Source: an optimization exercise on an open RTL-to-GDS flow (aim: small area and a short achievable clock period). Production flows keep margins and buffers that such runs may drop.
Only simulation tests tie the RTL to the original design; equivalence was not proved.
Power and IR drop assume default switching activity.

## flow/flow/run.sh

```bash
#!/bin/bash
# The standard layout (standard.sh), with two changes made through ORFS
# variables: the port buffers start as buf_2 (timing repair sizes up the
# critical ones), and clock tree synthesis uses clkbuf_8 and inserts no dummy
# loads. make's full output goes to standard.log here; ORFS keeps each step's
# log under orfs/logs/.
set -euo pipefail
export BUFFER_PORTS_ARGS="-buffer_cell sky130_fd_sc_hd__buf_2"
export CTS_ARGS="-sink_clustering_enable -repair_clock_nets -dont_use_dummy_load -buf_list sky130_fd_sc_hd__clkbuf_8"
bash standard.sh > standard.log 2>&1
```

## flow/standard.sh

```bash
#!/bin/bash
# synth_recipe.tcl (not shown) runs the flow's synth.tcl, then flattens the netlist and writes it again
# the make line also repeats each setting of config.mk as NAME=value (left out here)
make -C /OpenROAD-flow-scripts/flow DESIGN_CONFIG=/design/flow/config.mk WORK_HOME=/design/flow/orfs CLKGATE_MAP_FILE= SYNTH_SCRIPT=/design/flow/synth_recipe.tcl "${@:-finish}"
```

## flow/config.mk

```make
export PLATFORM = sky130hd
export DESIGN_NAME = SingleCycleMIPS
export DESIGN_NICKNAME = SingleCycleMIPS
export VERILOG_FILES = /design/flow/design.v
export SDC_FILE = /design/flow/constraint.sdc
export NUM_CORES = 4
export LEC_CHECK = 0
export CAP_MARGIN = 10
export CORE_MARGIN = 2
export CORE_UTILIZATION = 55
export PLACE_DENSITY = 0.68
export SETUP_SLACK_MARGIN = 2.4
export SLEW_MARGIN = 10
export SYNTH_HIERARCHICAL = 1
```

## flow/constraint.sdc

```tcl
create_clock -name core_clock -period 11.5 [get_ports {CLK}]
set_input_delay 2.3000 -clock core_clock [delete_from_list [all_inputs] [get_ports {CLK}]]
set_output_delay 2.3000 -clock core_clock [all_outputs]
set_load 0.01 [all_outputs]
```

## flow/design.v

```verilog
module SingleCycleMIPS(
    CLK,
    RST,
    IR_addr,
    IR,
    RF_writedata,
    ReadDataMem,
    CEN,
    WEN,
    A,
    ReadData2,
    OEN
);
input           CLK, RST;
input   [31:0]  IR;
output  [31:0]  IR_addr, RF_writedata;
input   [31:0]  ReadDataMem;
output          CEN;
output          WEN;
output  [ 6:0]  A;
output  [31:0]  ReadData2;
output          OEN;
wire    [5:0]   op = IR[31:26];
wire    [4:0]   rs = IR[25:21];
wire    [4:0]   rt = IR[20:16];
wire    [4:0]   rd = IR[15:11];
wire    [3:0]   fn = IR[3:0];
wire    op_r   = (op == 6'h00);
wire    op_lw  = (op == 6'h23);
wire    op_sw  = (op == 6'h2b);
wire    op_beq = (op == 6'h04);
wire    op_j   = (op == 6'h02);
wire    op_jal = (op == 6'h03);
wire    op_jr  = op_r & (IR[5:0] == 6'h08);
assign CEN = ~(op_lw | op_sw);
assign OEN = ~op_lw;
assign WEN = ~op_sw;
reg     [31:0]  PC;
assign IR_addr = PC;
wire    [31:0]  PC4 = {PC[31:2] + 30'd1, PC[1:0]};
reg     [991:0] R;
reg     [31:1]  V;
wire            RegWrite = op_r | op_lw | op_jal;
wire    [4:0]   Wreg     = op_jal ? 5'd31 : (op_r ? rd : rt);
wire    [31:0]  WriteData;
wire    [31:0]  ReadData1n, ReadData2n;    
reg     [31:1]  we;
integer         i;
always @(*)
  for (i = 1; i < 32; i = i + 1)
    we[i]   = RegWrite & (Wreg == i);
wire    [31:1]  sel1, sel2;
rf_seldec sd1 (.r(rs), .V(V), .sel(sel1));
rf_seldec sd2 (.r(rt), .V(V), .sel(sel2));
wire    [31:1]  hold = ~we & V;
wire    [991:0] Rnext;
genvar          k, j;
generate
  for (k = 1; k < 32; k = k + 1) begin : wrow
    for (j = 0; j < 32; j = j + 1) begin : wbit
      g_ao22 u (.a1(we[k]), .a2(WriteData[j]), .b1(hold[k]), .b2(R[32*(k-1)+j]),
                .y(Rnext[32*(k-1)+j]));
    end
  end
endgenerate
always @(posedge CLK)
  R <= Rnext;
always @(posedge CLK or posedge RST) begin
  if (RST)
    V <= 31'd0;
  else
    V <= V | we;
end
generate
  for (j = 0; j < 32; j = j + 1) begin : rbit
    wire [31:1] col;
    for (k = 1; k < 32; k = k + 1) begin : c
      assign col[k] = R[32*(k-1)+j];
    end
    rf_rbit u1 (.s(sel1), .d(col), .yn(ReadData1n[j]));
    rf_rbit u2 (.s(sel2), .d(col), .yn(ReadData2n[j]));
  end
endgenerate
wire    [31:0]  a = ~ReadData1n;
wire    [31:0]  b = ~ReadData2n;
assign ReadData2 = b;
wire            sub    = (fn == 4'b0010) | (fn == 4'b1010);
wire            f_sum  = (fn == 4'b0000) | (fn == 4'b0010);
wire            f_or   = (fn == 4'b0101);
wire            f_slt  = (fn == 4'b1010);
wire            f_and  = ~(f_sum | f_or | f_slt);
wire            alu    = ~(op_jal | op_lw);
wire            s_sum  = alu & f_sum;
wire            s_or   = alu & f_or;
wire            s_and  = alu & f_and;
wire            s_slt  = alu & f_slt;
wire    [31:0]  pn;             
wire    [31:0]  other = ({32{s_or}}   & (a | b)) |
                        ({32{s_and}}  & (a & b)) |
                        ({32{op_jal}} & PC4) |
                        ({32{op_lw}}  & ReadDataMem);
wire    [31:0]  x0, x1;
assign x0[31:1] = ({31{s_sum}} & ~pn[31:1]) | other[31:1];
assign x1[31:1] = ({31{s_sum}} &  pn[31:1]) | other[31:1];
wire            b0   = ({s_sum} & ~pn[0] & ~sub) | ({s_sum} & pn[0] & sub) | other[0];
wire            dsgn = a[31] ^ b[31];
assign x0[0] = s_slt ? (dsgn ? a[31] : ~pn[31]) : b0;
assign x1[0] = s_slt ? (dsgn ? a[31] :  pn[31]) : b0;
alu_core alu_core (.an(ReadData1n), .bn(ReadData2n), .sub(sub), .nx0(~x0), .nx1(~x1), .pn(pn),
                   .y(RF_writedata), .yw(WriteData));
wire    [8:0]   ea = a[8:0] + IR[8:0];
assign A = ea[8:2];
wire    [16:0]  ba_lo = {1'b0, PC4[17:2]} + {1'b0, IR[15:0]};
wire    [13:0]  ba_hi = (ba_lo[16] & ~IR[15]) ? PC4[31:18] + 14'd1 :
                        (~ba_lo[16] & IR[15]) ? PC4[31:18] - 14'd1 : PC4[31:18];
wire    [31:0]  BranchAddr = {ba_hi, ba_lo[15:0], PC4[1:0]};
wire            taken = op_beq & (a == b);
wire    [31:0]  PCnext = op_jr            ? a :
                         (op_j | op_jal)  ? {PC4[31:28], IR[25:0], 2'b00} :
                         taken            ? BranchAddr : PC4;
always @(posedge CLK or posedge RST) begin
  if (RST)
    PC <= 32'd0;
  else
    PC <= PCnext;
end
endmodule
module rf_seldec(r, V, sel);
input   [4:0]   r;
input   [31:1]  V;
output  [31:1]  sel;
wire    [3:0]   hi;
wire    [7:0]   lo;
g_nor2  h0 (.a(r[3]), .b(r[4]), .y(hi[0]));
g_nor2b h1 (.an(r[4]), .b(r[3]), .y(hi[1]));
g_nor2b h2 (.an(r[3]), .b(r[4]), .y(hi[2]));
g_and2  h3 (.a(r[3]), .b(r[4]), .y(hi[3]));
g_nor3  l0 (.a(r[0]), .b(r[1]), .c(r[2]), .y(lo[0]));
g_nor3b l1 (.a(r[1]), .b(r[2]), .c(r[0]), .y(lo[1]));
g_nor3b l2 (.a(r[0]), .b(r[2]), .c(r[1]), .y(lo[2]));
g_and3b l3 (.an(r[2]), .b(r[0]), .c(r[1]), .y(lo[3]));
g_nor3b l4 (.a(r[0]), .b(r[1]), .c(r[2]), .y(lo[4]));
g_and3b l5 (.an(r[1]), .b(r[0]), .c(r[2]), .y(lo[5]));
g_and3b l6 (.an(r[0]), .b(r[1]), .c(r[2]), .y(lo[6]));
g_and3  l7 (.a(r[0]), .b(r[1]), .c(r[2]), .y(lo[7]));
genvar  k;
generate
  for (k = 1; k < 32; k = k + 1) begin : s
    g_and3 u (.a(hi[k / 8]), .b(lo[k % 8]), .c(V[k]), .y(sel[k]));
  end
endgenerate
endmodule
module rf_rbit(s, d, yn);
input   [31:1]  s, d;
output          yn;
wire    [10:0]  n;
wire    [2:0]   p;
genvar          g;
generate
  for (g = 0; g < 10; g = g + 1) begin : grp
    g_aoi222 u (.a1(s[3*g+1]), .a2(d[3*g+1]), .b1(s[3*g+2]), .b2(d[3*g+2]),
                .c1(s[3*g+3]), .c2(d[3*g+3]), .y(n[g]));
  end
endgenerate
g_nand2 u10 (.a(s[31]), .b(d[31]), .y(n[10]));
g_nand4 v0 (.a(n[0]), .b(n[1]), .c(n[2]), .d(n[3]), .y(p[0]));
g_nand4 v1 (.a(n[4]), .b(n[5]), .c(n[6]), .d(n[7]), .y(p[1]));
g_nand3 v2 (.a(n[8]), .b(n[9]), .c(n[10]), .y(p[2]));
g_nor3  w0 (.a(p[0]), .b(p[1]), .c(p[2]), .y(yn));
endmodule
module alu_core(an, bn, sub, nx0, nx1, pn, y, yw);
input   [31:0]  an, bn, nx0, nx1;    
input           sub;
output  [31:0]  pn, y, yw;
wire    [31:0]  bx, gn;
wire            G1_1;
wire            G1_2;
wire            P1_2;
wire            G1_3;
wire            P1_3;
wire            G1_4;
wire            P1_4;
wire            G1_5;
wire            P1_5;
wire            G1_6;
wire            P1_6;
wire            G1_7;
wire            P1_7;
wire            G1_8;
wire            P1_8;
wire            G1_9;
wire            P1_9;
wire            G1_10;
wire            P1_10;
wire            G1_11;
wire            P1_11;
wire            G1_12;
wire            P1_12;
wire            G1_13;
wire            P1_13;
wire            G1_14;
wire            P1_14;
wire            G1_15;
wire            P1_15;
wire            G1_16;
wire            P1_16;
wire            G1_17;
wire            P1_17;
wire            G1_18;
wire            P1_18;
wire            G1_19;
wire            P1_19;
wire            G1_20;
wire            P1_20;
wire            G1_21;
wire            P1_21;
wire            G1_22;
wire            P1_22;
wire            G1_23;
wire            P1_23;
wire            G1_24;
wire            P1_24;
wire            G1_25;
wire            P1_25;
wire            G1_26;
wire            P1_26;
wire            G1_27;
wire            P1_27;
wire            G1_28;
wire            P1_28;
wire            G1_29;
wire            P1_29;
wire            G1_30;
wire            P1_30;
wire            G1_31;
wire            P1_31;
wire            G2_2;
wire            gn_0_inv;
wire            G2_3;
wire            G2_4;
wire            P2_4;
wire            G2_5;
wire            P2_5;
wire            G2_6;
wire            P2_6;
wire            G2_7;
wire            P2_7;
wire            G2_8;
wire            P2_8;
wire            G2_9;
wire            P2_9;
wire            G2_10;
wire            P2_10;
wire            G2_11;
wire            P2_11;
wire            G2_12;
wire            P2_12;
wire            G2_13;
wire            P2_13;
wire            G2_14;
wire            P2_14;
wire            G2_15;
wire            P2_15;
wire            G2_16;
wire            P2_16;
wire            G2_17;
wire            P2_17;
wire            G2_18;
wire            P2_18;
wire            G2_19;
wire            P2_19;
wire            G2_20;
wire            P2_20;
wire            G2_21;
wire            P2_21;
wire            G2_22;
wire            P2_22;
wire            G2_23;
wire            P2_23;
wire            G2_24;
wire            P2_24;
wire            G2_25;
wire            P2_25;
wire            G2_26;
wire            P2_26;
wire            G2_27;
wire            P2_27;
wire            G2_28;
wire            P2_28;
wire            G2_29;
wire            P2_29;
wire            G2_30;
wire            P2_30;
wire            G2_31;
wire            P2_31;
wire            G3_4;
wire            G3_5;
wire            G1_1_inv;
wire            G3_6;
wire            G3_7;
wire            G3_8;
wire            P3_8;
wire            G3_9;
wire            P3_9;
wire            G3_10;
wire            P3_10;
wire            G3_11;
wire            P3_11;
wire            G3_12;
wire            P3_12;
wire            G3_13;
wire            P3_13;
wire            G3_14;
wire            P3_14;
wire            G3_15;
wire            P3_15;
wire            G3_16;
wire            P3_16;
wire            G3_17;
wire            P3_17;
wire            G3_18;
wire            P3_18;
wire            G3_19;
wire            P3_19;
wire            G3_20;
wire            P3_20;
wire            G3_21;
wire            P3_21;
wire            G3_22;
wire            P3_22;
wire            G3_23;
wire            P3_23;
wire            G3_24;
wire            P3_24;
wire            G3_25;
wire            P3_25;
wire            G3_26;
wire            P3_26;
wire            G3_27;
wire            P3_27;
wire            G3_28;
wire            P3_28;
wire            G3_29;
wire            P3_29;
wire            G3_30;
wire            P3_30;
wire            G3_31;
wire            P3_31;
wire            G4_8;
wire            G4_9;
wire            G4_10;
wire            G2_2_inv;
wire            G4_11;
wire            G2_3_inv;
wire            G4_12;
wire            G4_13;
wire            G4_14;
wire            G4_15;
wire            G4_16;
wire            P4_16;
wire            G4_17;
wire            P4_17;
wire            G4_18;
wire            P4_18;
wire            G4_19;
wire            P4_19;
wire            G4_20;
wire            P4_20;
wire            G4_21;
wire            P4_21;
wire            G4_22;
wire            P4_22;
wire            G4_23;
wire            P4_23;
wire            G4_24;
wire            P4_24;
wire            G4_25;
wire            P4_25;
wire            G4_26;
wire            P4_26;
wire            G4_27;
wire            P4_27;
wire            G4_28;
wire            P4_28;
wire            G4_29;
wire            P4_29;
wire            G4_30;
wire            P4_30;
wire            G4_31;
wire            P4_31;
wire            G5_16;
wire            G5_17;
wire            G5_18;
wire            G5_19;
wire            G5_20;
wire            G3_4_inv;
wire            G5_21;
wire            G3_5_inv;
wire            G5_22;
wire            G3_6_inv;
wire            G5_23;
wire            G3_7_inv;
wire            G5_24;
wire            G5_25;
wire            G5_26;
wire            G5_27;
wire            G5_28;
wire            G5_29;
wire            G5_30;
wire            G5_31;
g_xnor2 u1 (.a(bn[0]), .b(sub), .y(bx[0]));
g_xor2 u2 (.a(an[0]), .b(bx[0]), .y(pn[0]));
g_majn u3 (.an(an[0]), .b(bx[0]), .c(sub), .y(gn[0]));
g_xnor2 u4 (.a(bn[1]), .b(sub), .y(bx[1]));
g_xor2 u5 (.a(an[1]), .b(bx[1]), .y(pn[1]));
g_nand2b u6 (.an(an[1]), .b(bx[1]), .y(gn[1]));
g_xnor2 u7 (.a(bn[2]), .b(sub), .y(bx[2]));
g_xor2 u8 (.a(an[2]), .b(bx[2]), .y(pn[2]));
g_nand2b u9 (.an(an[2]), .b(bx[2]), .y(gn[2]));
g_xnor2 u10 (.a(bn[3]), .b(sub), .y(bx[3]));
g_xor2 u11 (.a(an[3]), .b(bx[3]), .y(pn[3]));
g_nand2b u12 (.an(an[3]), .b(bx[3]), .y(gn[3]));
g_xnor2 u13 (.a(bn[4]), .b(sub), .y(bx[4]));
g_xor2 u14 (.a(an[4]), .b(bx[4]), .y(pn[4]));
g_nand2b u15 (.an(an[4]), .b(bx[4]), .y(gn[4]));
g_xnor2 u16 (.a(bn[5]), .b(sub), .y(bx[5]));
g_xor2 u17 (.a(an[5]), .b(bx[5]), .y(pn[5]));
g_nand2b u18 (.an(an[5]), .b(bx[5]), .y(gn[5]));
g_xnor2 u19 (.a(bn[6]), .b(sub), .y(bx[6]));
g_xor2 u20 (.a(an[6]), .b(bx[6]), .y(pn[6]));
g_nand2b u21 (.an(an[6]), .b(bx[6]), .y(gn[6]));
g_xnor2 u22 (.a(bn[7]), .b(sub), .y(bx[7]));
g_xor2 u23 (.a(an[7]), .b(bx[7]), .y(pn[7]));
g_nand2b u24 (.an(an[7]), .b(bx[7]), .y(gn[7]));
g_xnor2 u25 (.a(bn[8]), .b(sub), .y(bx[8]));
g_xor2 u26 (.a(an[8]), .b(bx[8]), .y(pn[8]));
g_nand2b u27 (.an(an[8]), .b(bx[8]), .y(gn[8]));
g_xnor2 u28 (.a(bn[9]), .b(sub), .y(bx[9]));
g_xor2 u29 (.a(an[9]), .b(bx[9]), .y(pn[9]));
g_nand2b u30 (.an(an[9]), .b(bx[9]), .y(gn[9]));
g_xnor2 u31 (.a(bn[10]), .b(sub), .y(bx[10]));
g_xor2 u32 (.a(an[10]), .b(bx[10]), .y(pn[10]));
g_nand2b u33 (.an(an[10]), .b(bx[10]), .y(gn[10]));
g_xnor2 u34 (.a(bn[11]), .b(sub), .y(bx[11]));
g_xor2 u35 (.a(an[11]), .b(bx[11]), .y(pn[11]));
g_nand2b u36 (.an(an[11]), .b(bx[11]), .y(gn[11]));
g_xnor2 u37 (.a(bn[12]), .b(sub), .y(bx[12]));
g_xor2 u38 (.a(an[12]), .b(bx[12]), .y(pn[12]));
g_nand2b u39 (.an(an[12]), .b(bx[12]), .y(gn[12]));
g_xnor2 u40 (.a(bn[13]), .b(sub), .y(bx[13]));
g_xor2 u41 (.a(an[13]), .b(bx[13]), .y(pn[13]));
g_nand2b u42 (.an(an[13]), .b(bx[13]), .y(gn[13]));
g_xnor2 u43 (.a(bn[14]), .b(sub), .y(bx[14]));
g_xor2 u44 (.a(an[14]), .b(bx[14]), .y(pn[14]));
g_nand2b u45 (.an(an[14]), .b(bx[14]), .y(gn[14]));
g_xnor2 u46 (.a(bn[15]), .b(sub), .y(bx[15]));
g_xor2 u47 (.a(an[15]), .b(bx[15]), .y(pn[15]));
g_nand2b u48 (.an(an[15]), .b(bx[15]), .y(gn[15]));
g_xnor2 u49 (.a(bn[16]), .b(sub), .y(bx[16]));
g_xor2 u50 (.a(an[16]), .b(bx[16]), .y(pn[16]));
g_nand2b u51 (.an(an[16]), .b(bx[16]), .y(gn[16]));
g_xnor2 u52 (.a(bn[17]), .b(sub), .y(bx[17]));
g_xor2 u53 (.a(an[17]), .b(bx[17]), .y(pn[17]));
g_nand2b u54 (.an(an[17]), .b(bx[17]), .y(gn[17]));
g_xnor2 u55 (.a(bn[18]), .b(sub), .y(bx[18]));
g_xor2 u56 (.a(an[18]), .b(bx[18]), .y(pn[18]));
g_nand2b u57 (.an(an[18]), .b(bx[18]), .y(gn[18]));
g_xnor2 u58 (.a(bn[19]), .b(sub), .y(bx[19]));
g_xor2 u59 (.a(an[19]), .b(bx[19]), .y(pn[19]));
g_nand2b u60 (.an(an[19]), .b(bx[19]), .y(gn[19]));
g_xnor2 u61 (.a(bn[20]), .b(sub), .y(bx[20]));
g_xor2 u62 (.a(an[20]), .b(bx[20]), .y(pn[20]));
g_nand2b u63 (.an(an[20]), .b(bx[20]), .y(gn[20]));
g_xnor2 u64 (.a(bn[21]), .b(sub), .y(bx[21]));
g_xor2 u65 (.a(an[21]), .b(bx[21]), .y(pn[21]));
g_nand2b u66 (.an(an[21]), .b(bx[21]), .y(gn[21]));
g_xnor2 u67 (.a(bn[22]), .b(sub), .y(bx[22]));
g_xor2 u68 (.a(an[22]), .b(bx[22]), .y(pn[22]));
g_nand2b u69 (.an(an[22]), .b(bx[22]), .y(gn[22]));
g_xnor2 u70 (.a(bn[23]), .b(sub), .y(bx[23]));
g_xor2 u71 (.a(an[23]), .b(bx[23]), .y(pn[23]));
g_nand2b u72 (.an(an[23]), .b(bx[23]), .y(gn[23]));
g_xnor2 u73 (.a(bn[24]), .b(sub), .y(bx[24]));
g_xor2 u74 (.a(an[24]), .b(bx[24]), .y(pn[24]));
g_nand2b u75 (.an(an[24]), .b(bx[24]), .y(gn[24]));
g_xnor2 u76 (.a(bn[25]), .b(sub), .y(bx[25]));
g_xor2 u77 (.a(an[25]), .b(bx[25]), .y(pn[25]));
g_nand2b u78 (.an(an[25]), .b(bx[25]), .y(gn[25]));
g_xnor2 u79 (.a(bn[26]), .b(sub), .y(bx[26]));
g_xor2 u80 (.a(an[26]), .b(bx[26]), .y(pn[26]));
g_nand2b u81 (.an(an[26]), .b(bx[26]), .y(gn[26]));
g_xnor2 u82 (.a(bn[27]), .b(sub), .y(bx[27]));
g_xor2 u83 (.a(an[27]), .b(bx[27]), .y(pn[27]));
g_nand2b u84 (.an(an[27]), .b(bx[27]), .y(gn[27]));
g_xnor2 u85 (.a(bn[28]), .b(sub), .y(bx[28]));
g_xor2 u86 (.a(an[28]), .b(bx[28]), .y(pn[28]));
g_nand2b u87 (.an(an[28]), .b(bx[28]), .y(gn[28]));
g_xnor2 u88 (.a(bn[29]), .b(sub), .y(bx[29]));
g_xor2 u89 (.a(an[29]), .b(bx[29]), .y(pn[29]));
g_nand2b u90 (.an(an[29]), .b(bx[29]), .y(gn[29]));
g_xnor2 u91 (.a(bn[30]), .b(sub), .y(bx[30]));
g_xor2 u92 (.a(an[30]), .b(bx[30]), .y(pn[30]));
g_nand2b u93 (.an(an[30]), .b(bx[30]), .y(gn[30]));
g_xnor2 u94 (.a(bn[31]), .b(sub), .y(bx[31]));
g_xor2 u95 (.a(an[31]), .b(bx[31]), .y(pn[31]));
g_nand2b u96 (.an(an[31]), .b(bx[31]), .y(gn[31]));
g_oai21 u97 (.a1(pn[1]), .a2(gn[0]), .b1(gn[1]), .y(G1_1));
g_oai21 u98 (.a1(pn[2]), .a2(gn[1]), .b1(gn[2]), .y(G1_2));
g_nor2 u99 (.a(pn[2]), .b(pn[1]), .y(P1_2));
g_oai21 u100 (.a1(pn[3]), .a2(gn[2]), .b1(gn[3]), .y(G1_3));
g_nor2 u101 (.a(pn[3]), .b(pn[2]), .y(P1_3));
g_oai21 u102 (.a1(pn[4]), .a2(gn[3]), .b1(gn[4]), .y(G1_4));
g_nor2 u103 (.a(pn[4]), .b(pn[3]), .y(P1_4));
g_oai21 u104 (.a1(pn[5]), .a2(gn[4]), .b1(gn[5]), .y(G1_5));
g_nor2 u105 (.a(pn[5]), .b(pn[4]), .y(P1_5));
g_oai21 u106 (.a1(pn[6]), .a2(gn[5]), .b1(gn[6]), .y(G1_6));
g_nor2 u107 (.a(pn[6]), .b(pn[5]), .y(P1_6));
g_oai21 u108 (.a1(pn[7]), .a2(gn[6]), .b1(gn[7]), .y(G1_7));
g_nor2 u109 (.a(pn[7]), .b(pn[6]), .y(P1_7));
g_oai21 u110 (.a1(pn[8]), .a2(gn[7]), .b1(gn[8]), .y(G1_8));
g_nor2 u111 (.a(pn[8]), .b(pn[7]), .y(P1_8));
g_oai21 u112 (.a1(pn[9]), .a2(gn[8]), .b1(gn[9]), .y(G1_9));
g_nor2 u113 (.a(pn[9]), .b(pn[8]), .y(P1_9));
g_oai21 u114 (.a1(pn[10]), .a2(gn[9]), .b1(gn[10]), .y(G1_10));
g_nor2 u115 (.a(pn[10]), .b(pn[9]), .y(P1_10));
g_oai21 u116 (.a1(pn[11]), .a2(gn[10]), .b1(gn[11]), .y(G1_11));
g_nor2 u117 (.a(pn[11]), .b(pn[10]), .y(P1_11));
g_oai21 u118 (.a1(pn[12]), .a2(gn[11]), .b1(gn[12]), .y(G1_12));
g_nor2 u119 (.a(pn[12]), .b(pn[11]), .y(P1_12));
g_oai21 u120 (.a1(pn[13]), .a2(gn[12]), .b1(gn[13]), .y(G1_13));
g_nor2 u121 (.a(pn[13]), .b(pn[12]), .y(P1_13));
g_oai21 u122 (.a1(pn[14]), .a2(gn[13]), .b1(gn[14]), .y(G1_14));
g_nor2 u123 (.a(pn[14]), .b(pn[13]), .y(P1_14));
g_oai21 u124 (.a1(pn[15]), .a2(gn[14]), .b1(gn[15]), .y(G1_15));
g_nor2 u125 (.a(pn[15]), .b(pn[14]), .y(P1_15));
g_oai21 u126 (.a1(pn[16]), .a2(gn[15]), .b1(gn[16]), .y(G1_16));
g_nor2 u127 (.a(pn[16]), .b(pn[15]), .y(P1_16));
g_oai21 u128 (.a1(pn[17]), .a2(gn[16]), .b1(gn[17]), .y(G1_17));
g_nor2 u129 (.a(pn[17]), .b(pn[16]), .y(P1_17));
g_oai21 u130 (.a1(pn[18]), .a2(gn[17]), .b1(gn[18]), .y(G1_18));
g_nor2 u131 (.a(pn[18]), .b(pn[17]), .y(P1_18));
g_oai21 u132 (.a1(pn[19]), .a2(gn[18]), .b1(gn[19]), .y(G1_19));
g_nor2 u133 (.a(pn[19]), .b(pn[18]), .y(P1_19));
g_oai21 u134 (.a1(pn[20]), .a2(gn[19]), .b1(gn[20]), .y(G1_20));
g_nor2 u135 (.a(pn[20]), .b(pn[19]), .y(P1_20));
g_oai21 u136 (.a1(pn[21]), .a2(gn[20]), .b1(gn[21]), .y(G1_21));
g_nor2 u137 (.a(pn[21]), .b(pn[20]), .y(P1_21));
g_oai21 u138 (.a1(pn[22]), .a2(gn[21]), .b1(gn[22]), .y(G1_22));
g_nor2 u139 (.a(pn[22]), .b(pn[21]), .y(P1_22));
g_oai21 u140 (.a1(pn[23]), .a2(gn[22]), .b1(gn[23]), .y(G1_23));
g_nor2 u141 (.a(pn[23]), .b(pn[22]), .y(P1_23));
g_oai21 u142 (.a1(pn[24]), .a2(gn[23]), .b1(gn[24]), .y(G1_24));
g_nor2 u143 (.a(pn[24]), .b(pn[23]), .y(P1_24));
g_oai21 u144 (.a1(pn[25]), .a2(gn[24]), .b1(gn[25]), .y(G1_25));
g_nor2 u145 (.a(pn[25]), .b(pn[24]), .y(P1_25));
g_oai21 u146 (.a1(pn[26]), .a2(gn[25]), .b1(gn[26]), .y(G1_26));
g_nor2 u147 (.a(pn[26]), .b(pn[25]), .y(P1_26));
g_oai21 u148 (.a1(pn[27]), .a2(gn[26]), .b1(gn[27]), .y(G1_27));
g_nor2 u149 (.a(pn[27]), .b(pn[26]), .y(P1_27));
g_oai21 u150 (.a1(pn[28]), .a2(gn[27]), .b1(gn[28]), .y(G1_28));
g_nor2 u151 (.a(pn[28]), .b(pn[27]), .y(P1_28));
g_oai21 u152 (.a1(pn[29]), .a2(gn[28]), .b1(gn[29]), .y(G1_29));
g_nor2 u153 (.a(pn[29]), .b(pn[28]), .y(P1_29));
g_oai21 u154 (.a1(pn[30]), .a2(gn[29]), .b1(gn[30]), .y(G1_30));
g_nor2 u155 (.a(pn[30]), .b(pn[29]), .y(P1_30));
g_oai21 u156 (.a1(pn[31]), .a2(gn[30]), .b1(gn[31]), .y(G1_31));
g_nor2 u157 (.a(pn[31]), .b(pn[30]), .y(P1_31));
g_inv u158 (.a(gn[0]), .y(gn_0_inv));
g_aoi21 u159 (.a1(P1_2), .a2(gn_0_inv), .b1(G1_2), .y(G2_2));
g_aoi21 u160 (.a1(P1_3), .a2(G1_1), .b1(G1_3), .y(G2_3));
g_aoi21 u161 (.a1(P1_4), .a2(G1_2), .b1(G1_4), .y(G2_4));
g_nand2 u162 (.a(P1_4), .b(P1_2), .y(P2_4));
g_aoi21 u163 (.a1(P1_5), .a2(G1_3), .b1(G1_5), .y(G2_5));
g_nand2 u164 (.a(P1_5), .b(P1_3), .y(P2_5));
g_aoi21 u165 (.a1(P1_6), .a2(G1_4), .b1(G1_6), .y(G2_6));
g_nand2 u166 (.a(P1_6), .b(P1_4), .y(P2_6));
g_aoi21 u167 (.a1(P1_7), .a2(G1_5), .b1(G1_7), .y(G2_7));
g_nand2 u168 (.a(P1_7), .b(P1_5), .y(P2_7));
g_aoi21 u169 (.a1(P1_8), .a2(G1_6), .b1(G1_8), .y(G2_8));
g_nand2 u170 (.a(P1_8), .b(P1_6), .y(P2_8));
g_aoi21 u171 (.a1(P1_9), .a2(G1_7), .b1(G1_9), .y(G2_9));
g_nand2 u172 (.a(P1_9), .b(P1_7), .y(P2_9));
g_aoi21 u173 (.a1(P1_10), .a2(G1_8), .b1(G1_10), .y(G2_10));
g_nand2 u174 (.a(P1_10), .b(P1_8), .y(P2_10));
g_aoi21 u175 (.a1(P1_11), .a2(G1_9), .b1(G1_11), .y(G2_11));
g_nand2 u176 (.a(P1_11), .b(P1_9), .y(P2_11));
g_aoi21 u177 (.a1(P1_12), .a2(G1_10), .b1(G1_12), .y(G2_12));
g_nand2 u178 (.a(P1_12), .b(P1_10), .y(P2_12));
g_aoi21 u179 (.a1(P1_13), .a2(G1_11), .b1(G1_13), .y(G2_13));
g_nand2 u180 (.a(P1_13), .b(P1_11), .y(P2_13));
g_aoi21 u181 (.a1(P1_14), .a2(G1_12), .b1(G1_14), .y(G2_14));
g_nand2 u182 (.a(P1_14), .b(P1_12), .y(P2_14));
g_aoi21 u183 (.a1(P1_15), .a2(G1_13), .b1(G1_15), .y(G2_15));
g_nand2 u184 (.a(P1_15), .b(P1_13), .y(P2_15));
g_aoi21 u185 (.a1(P1_16), .a2(G1_14), .b1(G1_16), .y(G2_16));
g_nand2 u186 (.a(P1_16), .b(P1_14), .y(P2_16));
g_aoi21 u187 (.a1(P1_17), .a2(G1_15), .b1(G1_17), .y(G2_17));
g_nand2 u188 (.a(P1_17), .b(P1_15), .y(P2_17));
g_aoi21 u189 (.a1(P1_18), .a2(G1_16), .b1(G1_18), .y(G2_18));
g_nand2 u190 (.a(P1_18), .b(P1_16), .y(P2_18));
g_aoi21 u191 (.a1(P1_19), .a2(G1_17), .b1(G1_19), .y(G2_19));
g_nand2 u192 (.a(P1_19), .b(P1_17), .y(P2_19));
g_aoi21 u193 (.a1(P1_20), .a2(G1_18), .b1(G1_20), .y(G2_20));
g_nand2 u194 (.a(P1_20), .b(P1_18), .y(P2_20));
g_aoi21 u195 (.a1(P1_21), .a2(G1_19), .b1(G1_21), .y(G2_21));
g_nand2 u196 (.a(P1_21), .b(P1_19), .y(P2_21));
g_aoi21 u197 (.a1(P1_22), .a2(G1_20), .b1(G1_22), .y(G2_22));
g_nand2 u198 (.a(P1_22), .b(P1_20), .y(P2_22));
g_aoi21 u199 (.a1(P1_23), .a2(G1_21), .b1(G1_23), .y(G2_23));
g_nand2 u200 (.a(P1_23), .b(P1_21), .y(P2_23));
g_aoi21 u201 (.a1(P1_24), .a2(G1_22), .b1(G1_24), .y(G2_24));
g_nand2 u202 (.a(P1_24), .b(P1_22), .y(P2_24));
g_aoi21 u203 (.a1(P1_25), .a2(G1_23), .b1(G1_25), .y(G2_25));
g_nand2 u204 (.a(P1_25), .b(P1_23), .y(P2_25));
g_aoi21 u205 (.a1(P1_26), .a2(G1_24), .b1(G1_26), .y(G2_26));
g_nand2 u206 (.a(P1_26), .b(P1_24), .y(P2_26));
g_aoi21 u207 (.a1(P1_27), .a2(G1_25), .b1(G1_27), .y(G2_27));
g_nand2 u208 (.a(P1_27), .b(P1_25), .y(P2_27));
g_aoi21 u209 (.a1(P1_28), .a2(G1_26), .b1(G1_28), .y(G2_28));
g_nand2 u210 (.a(P1_28), .b(P1_26), .y(P2_28));
g_aoi21 u211 (.a1(P1_29), .a2(G1_27), .b1(G1_29), .y(G2_29));
g_nand2 u212 (.a(P1_29), .b(P1_27), .y(P2_29));
g_aoi21 u213 (.a1(P1_30), .a2(G1_28), .b1(G1_30), .y(G2_30));
g_nand2 u214 (.a(P1_30), .b(P1_28), .y(P2_30));
g_aoi21 u215 (.a1(P1_31), .a2(G1_29), .b1(G1_31), .y(G2_31));
g_nand2 u216 (.a(P1_31), .b(P1_29), .y(P2_31));
g_oai21 u217 (.a1(P2_4), .a2(gn[0]), .b1(G2_4), .y(G3_4));
g_inv u218 (.a(G1_1), .y(G1_1_inv));
g_oai21 u219 (.a1(P2_5), .a2(G1_1_inv), .b1(G2_5), .y(G3_5));
g_oai21 u220 (.a1(P2_6), .a2(G2_2), .b1(G2_6), .y(G3_6));
g_oai21 u221 (.a1(P2_7), .a2(G2_3), .b1(G2_7), .y(G3_7));
g_oai21 u222 (.a1(P2_8), .a2(G2_4), .b1(G2_8), .y(G3_8));
g_nor2 u223 (.a(P2_8), .b(P2_4), .y(P3_8));
g_oai21 u224 (.a1(P2_9), .a2(G2_5), .b1(G2_9), .y(G3_9));
g_nor2 u225 (.a(P2_9), .b(P2_5), .y(P3_9));
g_oai21 u226 (.a1(P2_10), .a2(G2_6), .b1(G2_10), .y(G3_10));
g_nor2 u227 (.a(P2_10), .b(P2_6), .y(P3_10));
g_oai21 u228 (.a1(P2_11), .a2(G2_7), .b1(G2_11), .y(G3_11));
g_nor2 u229 (.a(P2_11), .b(P2_7), .y(P3_11));
g_oai21 u230 (.a1(P2_12), .a2(G2_8), .b1(G2_12), .y(G3_12));
g_nor2 u231 (.a(P2_12), .b(P2_8), .y(P3_12));
g_oai21 u232 (.a1(P2_13), .a2(G2_9), .b1(G2_13), .y(G3_13));
g_nor2 u233 (.a(P2_13), .b(P2_9), .y(P3_13));
g_oai21 u234 (.a1(P2_14), .a2(G2_10), .b1(G2_14), .y(G3_14));
g_nor2 u235 (.a(P2_14), .b(P2_10), .y(P3_14));
g_oai21 u236 (.a1(P2_15), .a2(G2_11), .b1(G2_15), .y(G3_15));
g_nor2 u237 (.a(P2_15), .b(P2_11), .y(P3_15));
g_oai21 u238 (.a1(P2_16), .a2(G2_12), .b1(G2_16), .y(G3_16));
g_nor2 u239 (.a(P2_16), .b(P2_12), .y(P3_16));
g_oai21 u240 (.a1(P2_17), .a2(G2_13), .b1(G2_17), .y(G3_17));
g_nor2 u241 (.a(P2_17), .b(P2_13), .y(P3_17));
g_oai21 u242 (.a1(P2_18), .a2(G2_14), .b1(G2_18), .y(G3_18));
g_nor2 u243 (.a(P2_18), .b(P2_14), .y(P3_18));
g_oai21 u244 (.a1(P2_19), .a2(G2_15), .b1(G2_19), .y(G3_19));
g_nor2 u245 (.a(P2_19), .b(P2_15), .y(P3_19));
g_oai21 u246 (.a1(P2_20), .a2(G2_16), .b1(G2_20), .y(G3_20));
g_nor2 u247 (.a(P2_20), .b(P2_16), .y(P3_20));
g_oai21 u248 (.a1(P2_21), .a2(G2_17), .b1(G2_21), .y(G3_21));
g_nor2 u249 (.a(P2_21), .b(P2_17), .y(P3_21));
g_oai21 u250 (.a1(P2_22), .a2(G2_18), .b1(G2_22), .y(G3_22));
g_nor2 u251 (.a(P2_22), .b(P2_18), .y(P3_22));
g_oai21 u252 (.a1(P2_23), .a2(G2_19), .b1(G2_23), .y(G3_23));
g_nor2 u253 (.a(P2_23), .b(P2_19), .y(P3_23));
g_oai21 u254 (.a1(P2_24), .a2(G2_20), .b1(G2_24), .y(G3_24));
g_nor2 u255 (.a(P2_24), .b(P2_20), .y(P3_24));
g_oai21 u256 (.a1(P2_25), .a2(G2_21), .b1(G2_25), .y(G3_25));
g_nor2 u257 (.a(P2_25), .b(P2_21), .y(P3_25));
g_oai21 u258 (.a1(P2_26), .a2(G2_22), .b1(G2_26), .y(G3_26));
g_nor2 u259 (.a(P2_26), .b(P2_22), .y(P3_26));
g_oai21 u260 (.a1(P2_27), .a2(G2_23), .b1(G2_27), .y(G3_27));
g_nor2 u261 (.a(P2_27), .b(P2_23), .y(P3_27));
g_oai21 u262 (.a1(P2_28), .a2(G2_24), .b1(G2_28), .y(G3_28));
g_nor2 u263 (.a(P2_28), .b(P2_24), .y(P3_28));
g_oai21 u264 (.a1(P2_29), .a2(G2_25), .b1(G2_29), .y(G3_29));
g_nor2 u265 (.a(P2_29), .b(P2_25), .y(P3_29));
g_oai21 u266 (.a1(P2_30), .a2(G2_26), .b1(G2_30), .y(G3_30));
g_nor2 u267 (.a(P2_30), .b(P2_26), .y(P3_30));
g_oai21 u268 (.a1(P2_31), .a2(G2_27), .b1(G2_31), .y(G3_31));
g_nor2 u269 (.a(P2_31), .b(P2_27), .y(P3_31));
g_aoi21 u270 (.a1(P3_8), .a2(gn_0_inv), .b1(G3_8), .y(G4_8));
g_aoi21 u271 (.a1(P3_9), .a2(G1_1), .b1(G3_9), .y(G4_9));
g_inv u272 (.a(G2_2), .y(G2_2_inv));
g_aoi21 u273 (.a1(P3_10), .a2(G2_2_inv), .b1(G3_10), .y(G4_10));
g_inv u274 (.a(G2_3), .y(G2_3_inv));
g_aoi21 u275 (.a1(P3_11), .a2(G2_3_inv), .b1(G3_11), .y(G4_11));
g_aoi21 u276 (.a1(P3_12), .a2(G3_4), .b1(G3_12), .y(G4_12));
g_aoi21 u277 (.a1(P3_13), .a2(G3_5), .b1(G3_13), .y(G4_13));
g_aoi21 u278 (.a1(P3_14), .a2(G3_6), .b1(G3_14), .y(G4_14));
g_aoi21 u279 (.a1(P3_15), .a2(G3_7), .b1(G3_15), .y(G4_15));
g_aoi21 u280 (.a1(P3_16), .a2(G3_8), .b1(G3_16), .y(G4_16));
g_nand2 u281 (.a(P3_16), .b(P3_8), .y(P4_16));
g_aoi21 u282 (.a1(P3_17), .a2(G3_9), .b1(G3_17), .y(G4_17));
g_nand2 u283 (.a(P3_17), .b(P3_9), .y(P4_17));
g_aoi21 u284 (.a1(P3_18), .a2(G3_10), .b1(G3_18), .y(G4_18));
g_nand2 u285 (.a(P3_18), .b(P3_10), .y(P4_18));
g_aoi21 u286 (.a1(P3_19), .a2(G3_11), .b1(G3_19), .y(G4_19));
g_nand2 u287 (.a(P3_19), .b(P3_11), .y(P4_19));
g_aoi21 u288 (.a1(P3_20), .a2(G3_12), .b1(G3_20), .y(G4_20));
g_nand2 u289 (.a(P3_20), .b(P3_12), .y(P4_20));
g_aoi21 u290 (.a1(P3_21), .a2(G3_13), .b1(G3_21), .y(G4_21));
g_nand2 u291 (.a(P3_21), .b(P3_13), .y(P4_21));
g_aoi21 u292 (.a1(P3_22), .a2(G3_14), .b1(G3_22), .y(G4_22));
g_nand2 u293 (.a(P3_22), .b(P3_14), .y(P4_22));
g_aoi21 u294 (.a1(P3_23), .a2(G3_15), .b1(G3_23), .y(G4_23));
g_nand2 u295 (.a(P3_23), .b(P3_15), .y(P4_23));
g_aoi21 u296 (.a1(P3_24), .a2(G3_16), .b1(G3_24), .y(G4_24));
g_nand2 u297 (.a(P3_24), .b(P3_16), .y(P4_24));
g_aoi21 u298 (.a1(P3_25), .a2(G3_17), .b1(G3_25), .y(G4_25));
g_nand2 u299 (.a(P3_25), .b(P3_17), .y(P4_25));
g_aoi21 u300 (.a1(P3_26), .a2(G3_18), .b1(G3_26), .y(G4_26));
g_nand2 u301 (.a(P3_26), .b(P3_18), .y(P4_26));
g_aoi21 u302 (.a1(P3_27), .a2(G3_19), .b1(G3_27), .y(G4_27));
g_nand2 u303 (.a(P3_27), .b(P3_19), .y(P4_27));
g_aoi21 u304 (.a1(P3_28), .a2(G3_20), .b1(G3_28), .y(G4_28));
g_nand2 u305 (.a(P3_28), .b(P3_20), .y(P4_28));
g_aoi21 u306 (.a1(P3_29), .a2(G3_21), .b1(G3_29), .y(G4_29));
g_nand2 u307 (.a(P3_29), .b(P3_21), .y(P4_29));
g_aoi21 u308 (.a1(P3_30), .a2(G3_22), .b1(G3_30), .y(G4_30));
g_nand2 u309 (.a(P3_30), .b(P3_22), .y(P4_30));
g_aoi21 u310 (.a1(P3_31), .a2(G3_23), .b1(G3_31), .y(G4_31));
g_nand2 u311 (.a(P3_31), .b(P3_23), .y(P4_31));
g_oai21 u312 (.a1(P4_16), .a2(gn[0]), .b1(G4_16), .y(G5_16));
g_oai21 u313 (.a1(P4_17), .a2(G1_1_inv), .b1(G4_17), .y(G5_17));
g_oai21 u314 (.a1(P4_18), .a2(G2_2), .b1(G4_18), .y(G5_18));
g_oai21 u315 (.a1(P4_19), .a2(G2_3), .b1(G4_19), .y(G5_19));
g_inv u316 (.a(G3_4), .y(G3_4_inv));
g_oai21 u317 (.a1(P4_20), .a2(G3_4_inv), .b1(G4_20), .y(G5_20));
g_inv u318 (.a(G3_5), .y(G3_5_inv));
g_oai21 u319 (.a1(P4_21), .a2(G3_5_inv), .b1(G4_21), .y(G5_21));
g_inv u320 (.a(G3_6), .y(G3_6_inv));
g_oai21 u321 (.a1(P4_22), .a2(G3_6_inv), .b1(G4_22), .y(G5_22));
g_inv u322 (.a(G3_7), .y(G3_7_inv));
g_oai21 u323 (.a1(P4_23), .a2(G3_7_inv), .b1(G4_23), .y(G5_23));
g_oai21 u324 (.a1(P4_24), .a2(G4_8), .b1(G4_24), .y(G5_24));
g_oai21 u325 (.a1(P4_25), .a2(G4_9), .b1(G4_25), .y(G5_25));
g_oai21 u326 (.a1(P4_26), .a2(G4_10), .b1(G4_26), .y(G5_26));
g_oai21 u327 (.a1(P4_27), .a2(G4_11), .b1(G4_27), .y(G5_27));
g_oai21 u328 (.a1(P4_28), .a2(G4_12), .b1(G4_28), .y(G5_28));
g_oai21 u329 (.a1(P4_29), .a2(G4_13), .b1(G4_29), .y(G5_29));
g_oai21 u330 (.a1(P4_30), .a2(G4_14), .b1(G4_30), .y(G5_30));
g_oai21 u331 (.a1(P4_31), .a2(G4_15), .b1(G4_31), .y(G5_31));
g_mux2i u332 (.a0(nx0[0]), .a1(nx1[0]), .s(G5_30), .y(y[0]));
g_mux2i u333 (.a0(nx0[0]), .a1(nx1[0]), .s(G5_30), .y(yw[0]));
g_mux2i u334 (.a0(nx0[1]), .a1(nx1[1]), .s(gn_0_inv), .y(y[1]));
g_mux2i u335 (.a0(nx0[1]), .a1(nx1[1]), .s(gn_0_inv), .y(yw[1]));
g_mux2i u336 (.a0(nx0[2]), .a1(nx1[2]), .s(G1_1), .y(y[2]));
g_mux2i u337 (.a0(nx0[2]), .a1(nx1[2]), .s(G1_1), .y(yw[2]));
g_mux2i u338 (.a0(nx0[3]), .a1(nx1[3]), .s(G2_2_inv), .y(y[3]));
g_mux2i u339 (.a0(nx0[3]), .a1(nx1[3]), .s(G2_2_inv), .y(yw[3]));
g_mux2i u340 (.a0(nx0[4]), .a1(nx1[4]), .s(G2_3_inv), .y(y[4]));
g_mux2i u341 (.a0(nx0[4]), .a1(nx1[4]), .s(G2_3_inv), .y(yw[4]));
g_mux2i u342 (.a0(nx0[5]), .a1(nx1[5]), .s(G3_4), .y(y[5]));
g_mux2i u343 (.a0(nx0[5]), .a1(nx1[5]), .s(G3_4), .y(yw[5]));
g_mux2i u344 (.a0(nx0[6]), .a1(nx1[6]), .s(G3_5), .y(y[6]));
g_mux2i u345 (.a0(nx0[6]), .a1(nx1[6]), .s(G3_5), .y(yw[6]));
g_mux2i u346 (.a0(nx0[7]), .a1(nx1[7]), .s(G3_6), .y(y[7]));
g_mux2i u347 (.a0(nx0[7]), .a1(nx1[7]), .s(G3_6), .y(yw[7]));
g_mux2i u348 (.a0(nx0[8]), .a1(nx1[8]), .s(G3_7), .y(y[8]));
g_mux2i u349 (.a0(nx0[8]), .a1(nx1[8]), .s(G3_7), .y(yw[8]));
g_mux2i u350 (.a0(nx1[9]), .a1(nx0[9]), .s(G4_8), .y(y[9]));
g_mux2i u351 (.a0(nx1[9]), .a1(nx0[9]), .s(G4_8), .y(yw[9]));
g_mux2i u352 (.a0(nx1[10]), .a1(nx0[10]), .s(G4_9), .y(y[10]));
g_mux2i u353 (.a0(nx1[10]), .a1(nx0[10]), .s(G4_9), .y(yw[10]));
g_mux2i u354 (.a0(nx1[11]), .a1(nx0[11]), .s(G4_10), .y(y[11]));
g_mux2i u355 (.a0(nx1[11]), .a1(nx0[11]), .s(G4_10), .y(yw[11]));
g_mux2i u356 (.a0(nx1[12]), .a1(nx0[12]), .s(G4_11), .y(y[12]));
g_mux2i u357 (.a0(nx1[12]), .a1(nx0[12]), .s(G4_11), .y(yw[12]));
g_mux2i u358 (.a0(nx1[13]), .a1(nx0[13]), .s(G4_12), .y(y[13]));
g_mux2i u359 (.a0(nx1[13]), .a1(nx0[13]), .s(G4_12), .y(yw[13]));
g_mux2i u360 (.a0(nx1[14]), .a1(nx0[14]), .s(G4_13), .y(y[14]));
g_mux2i u361 (.a0(nx1[14]), .a1(nx0[14]), .s(G4_13), .y(yw[14]));
g_mux2i u362 (.a0(nx1[15]), .a1(nx0[15]), .s(G4_14), .y(y[15]));
g_mux2i u363 (.a0(nx1[15]), .a1(nx0[15]), .s(G4_14), .y(yw[15]));
g_mux2i u364 (.a0(nx1[16]), .a1(nx0[16]), .s(G4_15), .y(y[16]));
g_mux2i u365 (.a0(nx1[16]), .a1(nx0[16]), .s(G4_15), .y(yw[16]));
g_mux2i u366 (.a0(nx0[17]), .a1(nx1[17]), .s(G5_16), .y(y[17]));
g_mux2i u367 (.a0(nx0[17]), .a1(nx1[17]), .s(G5_16), .y(yw[17]));
g_mux2i u368 (.a0(nx0[18]), .a1(nx1[18]), .s(G5_17), .y(y[18]));
g_mux2i u369 (.a0(nx0[18]), .a1(nx1[18]), .s(G5_17), .y(yw[18]));
g_mux2i u370 (.a0(nx0[19]), .a1(nx1[19]), .s(G5_18), .y(y[19]));
g_mux2i u371 (.a0(nx0[19]), .a1(nx1[19]), .s(G5_18), .y(yw[19]));
g_mux2i u372 (.a0(nx0[20]), .a1(nx1[20]), .s(G5_19), .y(y[20]));
g_mux2i u373 (.a0(nx0[20]), .a1(nx1[20]), .s(G5_19), .y(yw[20]));
g_mux2i u374 (.a0(nx0[21]), .a1(nx1[21]), .s(G5_20), .y(y[21]));
g_mux2i u375 (.a0(nx0[21]), .a1(nx1[21]), .s(G5_20), .y(yw[21]));
g_mux2i u376 (.a0(nx0[22]), .a1(nx1[22]), .s(G5_21), .y(y[22]));
g_mux2i u377 (.a0(nx0[22]), .a1(nx1[22]), .s(G5_21), .y(yw[22]));
g_mux2i u378 (.a0(nx0[23]), .a1(nx1[23]), .s(G5_22), .y(y[23]));
g_mux2i u379 (.a0(nx0[23]), .a1(nx1[23]), .s(G5_22), .y(yw[23]));
g_mux2i u380 (.a0(nx0[24]), .a1(nx1[24]), .s(G5_23), .y(y[24]));
g_mux2i u381 (.a0(nx0[24]), .a1(nx1[24]), .s(G5_23), .y(yw[24]));
g_mux2i u382 (.a0(nx0[25]), .a1(nx1[25]), .s(G5_24), .y(y[25]));
g_mux2i u383 (.a0(nx0[25]), .a1(nx1[25]), .s(G5_24), .y(yw[25]));
g_mux2i u384 (.a0(nx0[26]), .a1(nx1[26]), .s(G5_25), .y(y[26]));
g_mux2i u385 (.a0(nx0[26]), .a1(nx1[26]), .s(G5_25), .y(yw[26]));
g_mux2i u386 (.a0(nx0[27]), .a1(nx1[27]), .s(G5_26), .y(y[27]));
g_mux2i u387 (.a0(nx0[27]), .a1(nx1[27]), .s(G5_26), .y(yw[27]));
g_mux2i u388 (.a0(nx0[28]), .a1(nx1[28]), .s(G5_27), .y(y[28]));
g_mux2i u389 (.a0(nx0[28]), .a1(nx1[28]), .s(G5_27), .y(yw[28]));
g_mux2i u390 (.a0(nx0[29]), .a1(nx1[29]), .s(G5_28), .y(y[29]));
g_mux2i u391 (.a0(nx0[29]), .a1(nx1[29]), .s(G5_28), .y(yw[29]));
g_mux2i u392 (.a0(nx0[30]), .a1(nx1[30]), .s(G5_29), .y(y[30]));
g_mux2i u393 (.a0(nx0[30]), .a1(nx1[30]), .s(G5_29), .y(yw[30]));
g_mux2i u394 (.a0(nx0[31]), .a1(nx1[31]), .s(G5_30), .y(y[31]));
g_mux2i u395 (.a0(nx0[31]), .a1(nx1[31]), .s(G5_30), .y(yw[31]));
endmodule
module g_inv(a, y);
input   a;
output  y;
assign y = ~a;
endmodule
module g_nand2(a, b, y);
input   a, b;
output  y;
assign y = ~(a & b);
endmodule
module g_nor2(a, b, y);
input   a, b;
output  y;
assign y = ~(a | b);
endmodule
module g_xor2(a, b, y);
input   a, b;
output  y;
assign y = a ^ b;
endmodule
module g_xnor2(a, b, y);
input   a, b;
output  y;
assign y = ~(a ^ b);
endmodule
module g_nand2b(an, b, y);
input   an, b;
output  y;
assign y = ~(~an & b);
endmodule
module g_nand3(a, b, c, y);
input   a, b, c;
output  y;
assign y = ~(a & b & c);
endmodule
module g_nand4(a, b, c, d, y);
input   a, b, c, d;
output  y;
assign y = ~(a & b & c & d);
endmodule
module g_nor3(a, b, c, y);
input   a, b, c;
output  y;
assign y = ~(a | b | c);
endmodule
module g_and2(a, b, y);
input   a, b;
output  y;
assign y = a & b;
endmodule
module g_and3(a, b, c, y);
input   a, b, c;
output  y;
assign y = a & b & c;
endmodule
module g_nor2b(an, b, y);
input   an, b;
output  y;
assign y = ~an & b;
endmodule
module g_and3b(an, b, c, y);
input   an, b, c;
output  y;
assign y = ~an & b & c;
endmodule
module g_nor3b(a, b, c, y);
input   a, b, c;
output  y;
assign y = ~a & ~b & c;
endmodule
module g_aoi21(a1, a2, b1, y);
input   a1, a2, b1;
output  y;
assign y = ~((a1 & a2) | b1);
endmodule
module g_oai21(a1, a2, b1, y);
input   a1, a2, b1;
output  y;
assign y = ~((a1 | a2) & b1);
endmodule
module g_mux2i(a0, a1, s, y);
input   a0, a1, s;
output  y;
assign y = ~(s ? a1 : a0);
endmodule
module g_majn(an, b, c, y);
input   an, b, c;
output  y;
assign y = ~((~an & b) | (c & (~an | b)));
endmodule
module g_ao22(a1, a2, b1, b2, y);
input   a1, a2, b1, b2;
output  y;
assign y = (a1 & a2) | (b1 & b2);
endmodule
module g_aoi222(a1, a2, b1, b2, c1, c2, y);
input   a1, a2, b1, b2, c1, c2;
output  y;
assign y = ~((a1 & a2) | (b1 & b2) | (c1 & c2));
endmodule
```

==> flow_summary.toml <==
[status]
status = "timing/DRC/antenna clean"

[floorplan]
die_x_um = 298
die_h_um = 298
die_area_mm2 = 0.0890
start_util = 0.557
ioPinCount = 172
placementRows = 107
core_area_mm2 = 0.0855

[clocking]
clock-sinks = 1055
clockBufferDepth = 3
holdBufCountCts = 0
cts_tree = "built"
clk_latency_ps = 880
clk_pin_slew_worst_paths_ps = 40
h-tree-depth = 4
clock-root-buffer = "clkbuf_8"
cts_inserted_buffers = 167

[min_path]
hold_class = "register to register"
whs_path_depth = 1

[logic_synthesis]
synth_area_mm2 = 0.0476
ys.warnings.count = 7
seq_area_frac_synth = 0.450
synth_edf_count = 0
ys.flop_type = "dfxtp_1"
netlist.area_leader.share = 0.417
synth-seq-cells = 1055
syn_inst = 4390
synthArstFlopShare = 0.0597
syn_nets = 4547
ys_types = 67
synth.area.top_cells = "dfxtp_1 42%, a22o_1 18%, a222oi_1 13%, dfrtp_1 3.3%, ha_1 2.4%"
synthTopCellsByCount = "992 x a22o_1, 992 x dfxtp_1, 641 x a222oi_1, 171 x nand2_1, 159 x nor2_1"
syn_area_per_cell_um2 = 10.9
yosys.area.top_type = "dfxtp_1"

[global_route]
grt_max_degree = 64
grt_pass1_vias = 45200
gr-total-overflow = 0
grt_pass1_wl_um = 321000
track_usage = 0.485
antenna_found_initial = 5

[timing]
fin_crit_ps = 9220
worstMarginPinSlew_ps = 1370
rsz0062_at_grt = "yes"
drv_slew = 0
slew_headroom = 0.0821
fmax_ghz = 0.108
clock_skew_ps = 107
fin_crit_sh = 0.802
setup_viol = 0
final-hold-violation-count = 0
setup_tns_ps = 0

[setup_path]
cp_max_fo = 17
r2r_start = "V[13]"
crit_path_end_kind = "primary output"
arrival_ps = 6920
regToRegEndpoint = "PC[19]"
reg2reg_depth = 16
crit_type = "primary input to primary output"
crit_chain = "clkbuf_4, and3b_1, and3_2, buf_4, a222oi_1, nand4_1, nor3_4, xor2_1, nor2_2, nand2_1, nor2_1, nand2_1, o21ai_4, mux2i_2, buf_2"
r2r_slack_ps = 5000
cp_slowest_cell = "nand4_1"
startpoint = "IR[23]"
required_ps = 9200
crit_end = "RF_writedata[22]"
cp-start-kind = "primary input"
crit_path_frequent_cell = "nand2_1"
max_stage_delay_ps = 500

[detailed_routing]
drt-vias-per-instance = 8.18
wl_per_cell_um = 37.4
drc = 0
drt-total-wl_um = 227000
first_pass_iters = 17
dr_total_vias = 49600
drtIter0Drc = 11200
antenna_left = 0

[final_layout]
nNetsFinal = 5071
area_growth_pct = 16.4
layout.cells.non_filler = 6060
drive_above_1_share = 0.187
post-route-util = 0.648
fillCellCount = 6980

[placement]
place_congestion = 1.04
port-buffer-count = 171
dp_hpwl_um = 146000
place_inst = 5837

[pwr]
p_per_area_mw_per_mm2 = 132
ir_drop_mv = 0.111
leakagePower_nw = 21.1

[run]
max-cap-violations = 0
## flip-flops by register name, summed over array words and instances (netlist names)
| register | count |
|---|---|
| V | 31 |
| R | 992 |
| PC | 32 |
## how the worst min path moves through the flow
stage                 from      to
floorplan            V[15]   V[15]
global placement    R[405]  R[405]
detailed placement  R[809]  R[809]
CTS                 R[321]  R[321]
global route        R[912]  R[912]
finish              R[130]  R[130]
## report_power, final
part           leakage [nW]  internal (mW)  switching [mW]  total [mW]
sequential             8.78           3.70          0.0715        3.78
combinational          11.1          0.278           0.611       0.890
clock                  1.20           1.27            1.40        2.67
## logic make-up after synthesis
logic type	count (synthesis)	share of synthesized area
AO/OA/AOI/OAI	2008	0.370
flip-flops	1055	0.450
AND/OR/NAND/NOR	898	0.106
buffers and inverters	140	0.0110
XOR/XNOR	119	0.0220
adder cells (fa/ha/maj)	91	0.0241
multiplexers	79	0.0166
## final cells by class
| cell class | count | area (µm²) | area share |
|---|---|---|---|
| Clock buffer | 167 | 2300 | 0.0414 |
| Antenna cell | 4 | 10.0 | 0.000180 |
| Sequential cell | 1055 | 21400 | 0.386 |
| Tap cell | 1144 | 1430 | 0.0258 |
| Timing Repair Buffer | 394 | 2600 | 0.0469 |
| Inverter | 101 | 383 | 0.00690 |
| Multi-Input combinational cell | 3195 | 27300 | 0.492 |
## Yosys stat by module, one instance, submodules excluded, a selection
module	times used	cells	cell area [µm²]	flops+latches
g_nor2	54	1	3.75	0
g_nand4	128	1	6.26	0
g_oai21	72	1	5.00	0
SingleCycleMIPS	1	1965	27300	1055
g_ao22	992	1	8.76	0
g_and3b	6	1	8.76	0
g_nand3	64	1	5.00	0
g_and3	64	1	6.26	0
g_aoi21	52	1	8.76	0
g_nor3	66	1	10.0	0
g_nor2b	4	1	13.8	0
g_xnor2	32	1	8.76	0
## critical path: cells and delay by family
| kind | cells | cell delay, ps |
|---|---|---|
| buf+inv | 3 | 730 |
| simple gates | 8 | 2590 |
| mux | 1 | 300 |
| compound gates | 2 | 730 |
| xor+xnor | 1 | 240 |
## layer usage
| layer | wire length, µm | global-route usage | up-vias |
|---|---|---|---|
| met5 | 0 | 0.00212 | - |
| met3 | 38700 | 0.186 | 928 |
| met1 | 80900 | 0.632 | 23700 |
| li1 | - | - | 20100 |
| met2 | 88100 | 0.666 | 4882 |
| met4 | 19100 | 0.317 | 0 |
## metrics by stage
stage | total power [mW] | setup slack [ps] | cell area (µm²) | hold WS (ps)
after floorplan | 4.36 | 3470 | 47600 | 457
after global placement | 4.70 | 1340 | 51700 | 473
after detailed placement | 4.70 | 1300 | 51800 | 477
after CTS | 7.28 | 2370 | 54700 | 494
after global routing | 7.52 | 2320 | 55500 | 509
final | 7.34 | 2280 | 55500 | 492
## cells in the final DEF (no fill, tap or decap), drive strengths merged, types with 6 or more instances in the layout
cell    count
a21oi     106
o211ai     17
or4         6
a222oi    641
and3       75
inv       100
nor2b      24
nor3       81
nand2     171
a211oi     15
a22o      992
a22oi      39
xnor2      65
buf       389
dfrtp      63
and3b       7
nand4     147
and2       24
xor2       54
a221oi      8
nor2      159
dfxtp     992
mux2i      78
o21a       16
a21o        7
nand2b     45
a21boi     12
clkbuf    172
nand3      95
o221ai      9
or3        10
nor4       16
o21ai     108
nor3b       6
ha         90
or2        21
a31oi       7
## repair_timing
| action | CTS | global route |
|---|---|---|
| resized for setup | 107 | 120 |
| setup endpoints to repair | 30 | 26 |
| pin swaps | 45 | 69 |
| buffers inserted | 25 | 27 |
| cloned | 0 | 0 |

==> static timing again, ports no longer ideal <==
Ports are ideal in the flow. The routed layout listed here was re-timed in OpenROAD.
Step 1 sets driving cells, clkbuf_16 on the clock port and buf_2 on the other inputs (assumed; they add their load-dependent delay and slew).
Step 2, shift: input delay + t, output delay - t, t = (earliest + latest rising clock arrival at the registers) / 2. This alone moves slack from input paths to output paths.
a / b / c = ideal ports / drivers / drivers and shift; a / b = the first two.
t (ns): 0.898
setup slack, ns: 2.278 / 2.240 / 2.240
worst setup path at the end: input to output
After both steps this run still meets setup and hold. The setup slack of this run moves by -0.038 ns with the drivers and by -0.038 ns with both steps.
